This is an optimization exercise on Yosys and OpenROAD, whose aim is small area, not a production implementation. Function was checked by simulation only, so behaviour that the tests miss may differ from the original. The clock port is modelled as an ideal driver; clocking choices that lean on that would not hold on a real chip.

== v6 ==
==> flow/design.v <==
module servo_motor (
    input wire clk,
    input wire rst,
    input wire [7:0] duty_cycle,
    output reg servo_control
);
    reg [6:0] clo;    
    reg [5:0] fb;     
    wire [5:0] f = ~fb;
    reg [9:0] hb;     
    wire [9:0] h = ~hb;
    reg       gt;     
    wire step  = clo[6] & clo[5] & clo[1] & clo[0];       
    wire wrap  = h[9] & ~h[8] & h[6] & h[5];               
    wire first = h[9] & h[8] & ~h[7];                      
    wire neg   = h[9] & h[8] & h[7];                       
    wire mid   = ~h[9] & ~h[8];                            
    wire fine  = (f < 6'd9);
    wire hinc  = step & (mid ? fine : (f == 6'd0));
    wire [9:0] hn = (wrap | first) ? 10'd1004 : h + {9'd0, hinc};
    always @(posedge clk or posedge rst) begin
        if (rst) begin
            clo <= 0;
            fb <= ~6'd41;
            hb <= ~10'd895;
            servo_control <= 0;
        end else begin
            clo <= step ? 7'd0 : clo + {6'd0, ~wrap};
            if (step) fb <= ~(fine ? f + 6'd41 : f - 6'd9);
            hb <= ~hn;
            servo_control <= neg | (mid & gt);
        end
    end
    always @(posedge clk) gt <= duty_cycle > hn[7:0];
endmodule
module ultrasonic_sensor(
    input clk,
    input rst,
    output reg trig,
    input echo,
    output reg [15:0] distance
    );
    reg [19:0] t;
    reg [14:0] qn;    
    wire [14:0] q = ~qn;
    reg [5:0]  e;
    reg        m;      
    wire tz = (t[18:0] == 19'd0);
    wire tset = tz & ~t[19];                                        
    wire tclr = t[16] & t[15] & t[10] & t[7] & t[6] & t[2];         
    wire elast = e[4] & e[3] & e[2] & e[1] & e[0];                 
    wire ewrap = q[14] & q[10] & q[9] & q[7] & q[4] & q[3] & q[2] & q[1]
               & e[3] & e[2] & e[1] & e[0];                         
    always @(posedge clk or posedge rst) begin
        if (rst) begin
            t <= 0;
            trig <= 0;
            m <= 0;
            distance <= 0;
        end else begin
            t <= {t[18:0], t[19] ^ t[16] ^ tz};
            trig <= tset | (trig & ~tclr);
            m <= echo;
            if (~echo & m) distance <= {1'b0, q};
        end
    end
    always @(posedge clk) begin
        if (~m) begin
            qn <= 15'h7fff;
            e <= 6'd1;                                              
        end else if (ewrap) begin
            qn <= 15'h7fff;
            e <= 0;
        end else if (elast) begin
            qn <= qn - 15'd1;
            e <= 0;
        end else
            e <= {e[4:0], ~(e[5] ^ e[0])};
    end
endmodule
module radar_system(
    input wire clk,              
    input wire rst,              
    output wire pwm,             
    output wire trig,            
    input wire echo,             
    input wire [7:0] angle,      
    output wire [15:0] distance  
);
    servo_motor servo_inst(
        .clk(clk),
        .rst(rst),
        .duty_cycle(angle),
        .servo_control(pwm)
    );
    ultrasonic_sensor sensor_inst(
        .clk(clk),
        .rst(rst),
        .trig(trig),
        .echo(echo),
        .distance(distance)
    );
endmodule
clock: 25.0 ns
lec_check: 0
cap_margin: 20
core_margin: 2
core_utilization: 40
slew_margin: 20
standard.sh (not shown) runs the stock make flow with config.mk's settings and CLKGATE_MAP_FILE= SYNTH_SCRIPT=/design/flow/synth_recipe.tcl, a recipe that flattens the netlist after the stock synthesis.
==> flow/flow/run.sh <==
#!/bin/bash
# The standard layout (standard.sh) with these changes:
#  - synthesis is synth_recipe.tcl unchanged except for the abc call that maps the logic
#    (flow/synth.tcl): it tries the area-oriented scripts flow/abc_*.abc and keeps the
#    smallest result; adders are left to abc (no ADDER_MAP_FILE), not mapped to ha/fa cells;
#  - each port gets a buf_1 as its port buffer;
#  - the clock is distributed by flow/clock_tree.tcl (run just before the CTS step): the
#    registers are split by position into CLK_GROUPS groups, each driven by one clock buffer
#    at its centre, and a root buffer drives the group buffers, so the clock port drives one
#    cell; TritonCTS then finds the clock already buffered and adds nothing.
set -euo pipefail
W=$PWD
export FLOW_SYNTH_TCL=$W/synth_recipe.tcl
export AREA_ABC_SCRIPTS="$(ls $W/flow/abc_*.abc | tr '\n' ' ')"
export ADDER_MAP_FILE=
export BUFFER_PORTS_ARGS="-buffer_cell sky130_fd_sc_hd__buf_1"
export PRE_CTS_TCL=$W/flow/clock_tree.tcl
export CLK_GROUPS=6
export CLK_BUF_CELL=sky130_fd_sc_hd__clkbuf_8
export CLK_ROOT_CELL=sky130_fd_sc_hd__clkbuf_4
export CTS_ARGS="-sink_clustering_enable -repair_clock_nets -dont_use_dummy_load"
sed "s#SYNTH_SCRIPT=[^ ]*#SYNTH_SCRIPT=$W/flow/synth.tcl#" standard.sh > standard_area.sh
grep -q "SYNTH_SCRIPT=$W/flow/synth.tcl" standard_area.sh
bash standard_area.sh > standard_make.log 2>&1
Other scripts of this flow, unchanged in this note and not shown: flow/flow/abc_a1.abc, flow/flow/abc_a3.abc, flow/flow/abc_a4.abc, flow/flow/abc_a7.abc, flow/flow/abc_a8.abc, flow/flow/clock_tree.tcl, flow/flow/synth.tcl
Every stage of the flow completed for v6, and the final layout passed the timing, DRC and antenna checks.
[inputs] v7 vs v6
diff --git a/flow/design.v b/flow/design.v
--- a/flow/design.v
+++ b/flow/design.v
@@ -4,12 +4,10 @@
     input wire [7:0] duty_cycle,
     output reg servo_control
 );
     reg [6:0] clo;    
-    reg [5:0] fb;     
-    wire [5:0] f = ~fb;
-    reg [9:0] hb;     
-    wire [9:0] h = ~hb;
+    reg [5:0] f;
+    reg [9:0] h;
     reg       gt;     
     wire step  = clo[6] & clo[5] & clo[1] & clo[0];       
     wire wrap  = h[9] & ~h[8] & h[6] & h[5];               
     wire first = h[9] & h[8] & ~h[7];                      
@@ -20,15 +18,15 @@
     wire [9:0] hn = (wrap | first) ? 10'd1004 : h + {9'd0, hinc};
     always @(posedge clk or posedge rst) begin
         if (rst) begin
             clo <= 0;
-            fb <= ~6'd41;
-            hb <= ~10'd895;
+            f <= 6'd41;
+            h <= 10'd768;
             servo_control <= 0;
         end else begin
             clo <= step ? 7'd0 : clo + {6'd0, ~wrap};
-            if (step) fb <= ~(fine ? f + 6'd41 : f - 6'd9);
-            hb <= ~hn;
+            if (step) f <= fine ? f + 6'd41 : f - 6'd9;
+            h <= hn;
             servo_control <= neg | (mid & gt);
         end
     end
     always @(posedge clk) gt <= duty_cycle > hn[7:0];
Results
- Diff v6 -> v7 | slew at the pin with the worst max-slew slack | increase of 0.11 ns
- Between v7 and v6, instance count after placement with tap cells included is lower for v6, v7 comes in above that.
- v7 vs. v6: post-synthesis instance area higher; overall via count from detail_route picked up an extra 86; number of filler cells placed in the layout increased by about 2.8% relative to the old numbers.
- For the clock period minus final worst setup slack, v7 came in 0.013 ns lower than v6 did.
- v7 ends up with a combined global-route utilization of all metal layers that is 0.50 points lower than in v6.

[separate check: timing with driven ports]
The flow's constraints put no driver on any port. The routed layouts listed below were extracted and timed again, unchanged, in two steps.
Step 1, drivers: a clkbuf_16 drives clk and a buf_2 each remaining input, both assumed.
Step 2 also shifts input and output timing later by t, the mid clock arrival at the registers, as if the neighbouring blocks saw the same clock.
a / b / c = ideal ports / drivers / drivers and shift; a / b = the first two.
run | t, ns | setup slack, ns | worst setup path at the end | worst register clock-pin slew, ns | cell pins on the clock port's net
v6 | 0.429 | 19.027 / 18.999 / 18.688 | input to register | 0.09 / 0.09 | 1
v7 | 0.432 | 19.041 / 19.014 / 18.799 | input to register | 0.09 / 0.09 | 1
After both steps every run listed still meets setup and hold. For v6, which loses most, drivers alone change the setup slack by -0.028 ns; drivers and shift together by -0.339 ns.
